From an optimization exercise on the open Yosys and OpenROAD flow, aimed at small area; shortcuts taken in it are not production practice. Function was checked by simulation only, so behaviour that the tests miss may differ from the original. The flow treats the clock pin as an ideal source, which a real chip does not have. Power is estimated from default activity; no workload was simulated.

// rgb2ycbcr
module rgb2ycbcr(
	input                       clk,rst_n,
	input[7:0]                  rgb_r,
	input[7:0]                  rgb_g,
	input[7:0]                  rgb_b,
	input                       rgb_de,
	output[7:0]                 ycbcr_y,
	output[7:0]                 ycbcr_cb,
	output[7:0]                 ycbcr_cr,
	output reg                  ycbcr_de
);
Settings: LEC_CHECK=0, CAP_MARGIN=20, CORE_MARGIN=2, CORE_UTILIZATION=40, SLEW_MARGIN=20, SYNTH_HIERARCHICAL=1; clock period 5.0 ns.
standard.sh (not shown) runs the stock make flow with config.mk's settings and CLKGATE_MAP_FILE= SYNTH_SCRIPT=/design/flow/synth_recipe.tcl, a recipe that flattens the netlist after the stock synthesis.
==> flow/flow/run.sh <==
#!/bin/bash
# The standard layout, with two changes: each port is buffered by the
# smallest buffer cell, and the clock tree uses small buffers without dummy loads.
set -euo pipefail
export BUFFER_PORTS_ARGS="-buffer_cell sky130_fd_sc_hd__buf_1"
export CTS_ARGS='-sink_clustering_enable -repair_clock_nets -buf_list {sky130_fd_sc_hd__clkbuf_2 sky130_fd_sc_hd__clkbuf_4 sky130_fd_sc_hd__clkbuf_8} -sink_clustering_size 16 -dont_use_dummy_load'
bash standard.sh finish > standard_flow.log 2>&1
The baseline completed with no timing, DRC or antenna violations.
Change:
--- a/flow/config.mk
+++ b/flow/config.mk
@@ -9,3 +9,4 @@
 export CORE_MARGIN = 2
-export CORE_UTILIZATION = 40
+export CORE_UTILIZATION = 55
+export GPL_TIMING_DRIVEN = 0
 export SLEW_MARGIN = 20
After rerunning:
- count of clock-buffer cells in the layout stays the same
- global-route usage climbs by 4.2 points
- hold slack is worse by 11 ps
- total power drops by 1.5%
- final cell count drops by 9.0%
- sequential power stays flat

---

== run 1 ==
Starting RTL as in the previous note.
// rgb2ycbcr
module rgb2ycbcr(
	input                       clk,rst_n,
	input[7:0]                  rgb_r,
	input[7:0]                  rgb_g,
	input[7:0]                  rgb_b,
	input                       rgb_de,
	output[7:0]                 ycbcr_y,
	output[7:0]                 ycbcr_cb,
	output[7:0]                 ycbcr_cr,
	output reg                  ycbcr_de
);
reg [7:0] r1, g1, b1;
always @(posedge clk) begin
	r1 <= rgb_r; g1 <= rgb_g; b1 <= rgb_b;
end
reg [8:0] e1;
reg [8:0] e2;
reg [7:0] y2_q;
reg [7:0] y3, cb3, cr3, y4, cb4, cr4;
wire i1 = ~g1[0];
wire s2, c2;
rgb2ycbcr_ha u2 (.a(b1[0]), .b(i1), .s(s2), .co(c2));
wire i3 = ~g1[1];
wire s4, c4;
rgb2ycbcr_fa u4 (.a(b1[1]), .b(i3), .c(c2), .s(s4), .co(c4));
wire i5 = ~g1[2];
wire s6, c6;
rgb2ycbcr_fa u6 (.a(b1[2]), .b(i5), .c(c4), .s(s6), .co(c6));
wire i7 = ~g1[3];
wire s8, c8;
rgb2ycbcr_fa u8 (.a(b1[3]), .b(i7), .c(c6), .s(s8), .co(c8));
wire i9 = ~g1[4];
wire s10, c10;
rgb2ycbcr_fa u10 (.a(b1[4]), .b(i9), .c(c8), .s(s10), .co(c10));
wire i11 = ~g1[5];
wire s12, c12;
  ...
clock: 5.0 ns
lec_check: 0
cap_margin: 20
core_margin: 2
core_utilization: 40
gpl_timing_driven: 0
slew_margin: 20
synth_hierarchical: 1
Scripts as last shown in full above: flow/flow/run.sh
Input changes introduced in run 2 (baseline for comparison: run 1):
==> flow/flow/run.sh <==
#!/bin/bash
# The standard layout, with three changes: each port is buffered by the
# smallest buffer cell; the clock tree is built from clkbuf_4 without dummy
# loads; and after it, the busier clock buffers are upsized (flow/post_cts.tcl).
set -euo pipefail
export BUFFER_PORTS_ARGS="-buffer_cell sky130_fd_sc_hd__buf_1"
export CTS_ARGS='-sink_clustering_enable -repair_clock_nets -buf_list {sky130_fd_sc_hd__clkbuf_4} -dont_use_dummy_load'
export POST_CTS_TCL="$PWD/flow/post_cts.tcl"
bash standard.sh finish > standard_flow.log 2>&1
==> flow/flow/post_cts.tcl (new file) <==
# After clock tree synthesis with small clock buffers: a leaf buffer that
# drives more than 11 flip-flops, and the root buffer, become clkbuf_8 so the
# clock slew at every flip-flop stays low.  Then legalize the placement again.
foreach inst [get_cells clkbuf_*] {
  set nm [get_full_name $inst]
  set net [get_nets -of_objects [get_pins $nm/X]]
  set n [llength [get_pins -of_objects $net -filter "direction==input"]]
  if {$n > 11 || [string match clkbuf_0_* $nm]} {
    puts "post_cts: $nm drives $n pins, now sky130_fd_sc_hd__clkbuf_8"
    replace_cell $nm sky130_fd_sc_hd__clkbuf_8
  }
}
detailed_placement
check_placement -verbose
[summary]
The flow did not stop early for run 2: all stages ran, and the layout cleared the timing, design-rule and antenna checks.
Run 1 finished end to end and its layout was clean on timing, DRC and antenna.
Non-filler instance count after layout, run 2 and run 1: lower on run 1
| portion of the clock cycle consumed by the worst path in the final layout | higher: run 2 |
Run 2 vs. run 1: fmax -0.70%, design area was more or less identical, tightest hold margin moved up, wire length comparable.
Against run 1, time the final worst path needs with I/O delays and setup in run 2 came out worse.
On final setup slack of the worst path, run 1 beats run 2.
Here is what was changed in the inputs of run 3 compared with run 2.
# run 2
export LEC_CHECK = 0
export CAP_MARGIN = 20
export CORE_MARGIN = 2
export CORE_UTILIZATION = 40
export GPL_TIMING_DRIVEN = 0
export SLEW_MARGIN = 20
export SYNTH_HIERARCHICAL = 1
create_clock -name core_clock -period 5.0 [get_ports {clk}]
# run 3
export LEC_CHECK = 0
export ABC_AREA = 1
export CAP_MARGIN = 20
export CORE_MARGIN = 2
export CORE_UTILIZATION = 40
export GPL_TIMING_DRIVEN = 0
export SLEW_MARGIN = 20
export SYNTH_HIERARCHICAL = 1
create_clock -name core_clock -period 5.0 [get_ports {clk}]
==> flow/flow/run.sh <==
#!/bin/bash
# The standard layout, with two changes: each port is buffered by the
# smallest buffer cell, and the clock tree uses small buffers without dummy loads.
set -euo pipefail
export BUFFER_PORTS_ARGS="-buffer_cell sky130_fd_sc_hd__buf_1"
export CTS_ARGS='-sink_clustering_enable -repair_clock_nets -buf_list {sky130_fd_sc_hd__clkbuf_2 sky130_fd_sc_hd__clkbuf_4 sky130_fd_sc_hd__clkbuf_8} -sink_clustering_size 16 -dont_use_dummy_load'
bash standard.sh finish > standard_flow.log 2>&1
removed: flow/flow/post_cts.tcl
Results
Run 3 went all the way through the flow, and no timing, DRC or antenna check failed.
Of run 3 and run 2, the lower detail-routed net length per standard cell belongs to run 3.
Diff run 3 and run 2: layout-stage area growth over the synthesis result lower in run 3
Delta(via count, run 3 - run 2) > 0
Per the comparison of run 3 with run 2, switching power now larger; first-pass GRT wire length now larger; detailed-routing wirelength on met1 now larger; final standard cell utilization of the core now smaller.
The clock-pin slew reported for the worst setup and hold paths after clock tree synthesis was comparable across run 3 and run 2.
Effective utilization at floorplan for run 3 is lower than for run 2.

[separate check: timing with driven ports]
The flow's constraints put no driver on any port. The routed layouts listed below were extracted and timed again, unchanged, in two steps.
Step 1: set_driving_cell puts a clkbuf_16 on clk and a buf_2 on each other input, an assumption about the parent block.
Step 2 times the ports against the registers' clock, not the clock port: input delays grow and output delays shrink by t, the midpoint of the rising clock arrivals with the driver on.
a / b / c = no drivers / after step 1 / after step 2; a / b = the first two.
run | t (ns) | setup WS [ns] | worst setup path at the end | clock arrival spread, ns | worst register clock-pin slew, ns
the first run of note 1 | 0.381 | 0.158 / 0.158 / 0.158 | register to register | 0.022 / 0.022 | 0.09 / 0.09
the second run of note 1 | 0.384 | 0.137 / 0.137 / 0.137 | register to register | 0.041 / 0.041 | 0.11 / 0.11
run 1 | 0.369 | 0.158 / 0.158 / 0.158 | register to register | 0.032 / 0.031 | 0.10 / 0.10
run 2 | 0.370 | 0.124 / 0.124 / 0.124 | register to register | 0.032 / 0.032 | 0.11 / 0.11
run 3 | 0.391 | 0.200 / 0.200 / 0.200 | register to register | 0.036 / 0.036 | 0.10 / 0.10
After both steps setup and hold are still met in every run listed.
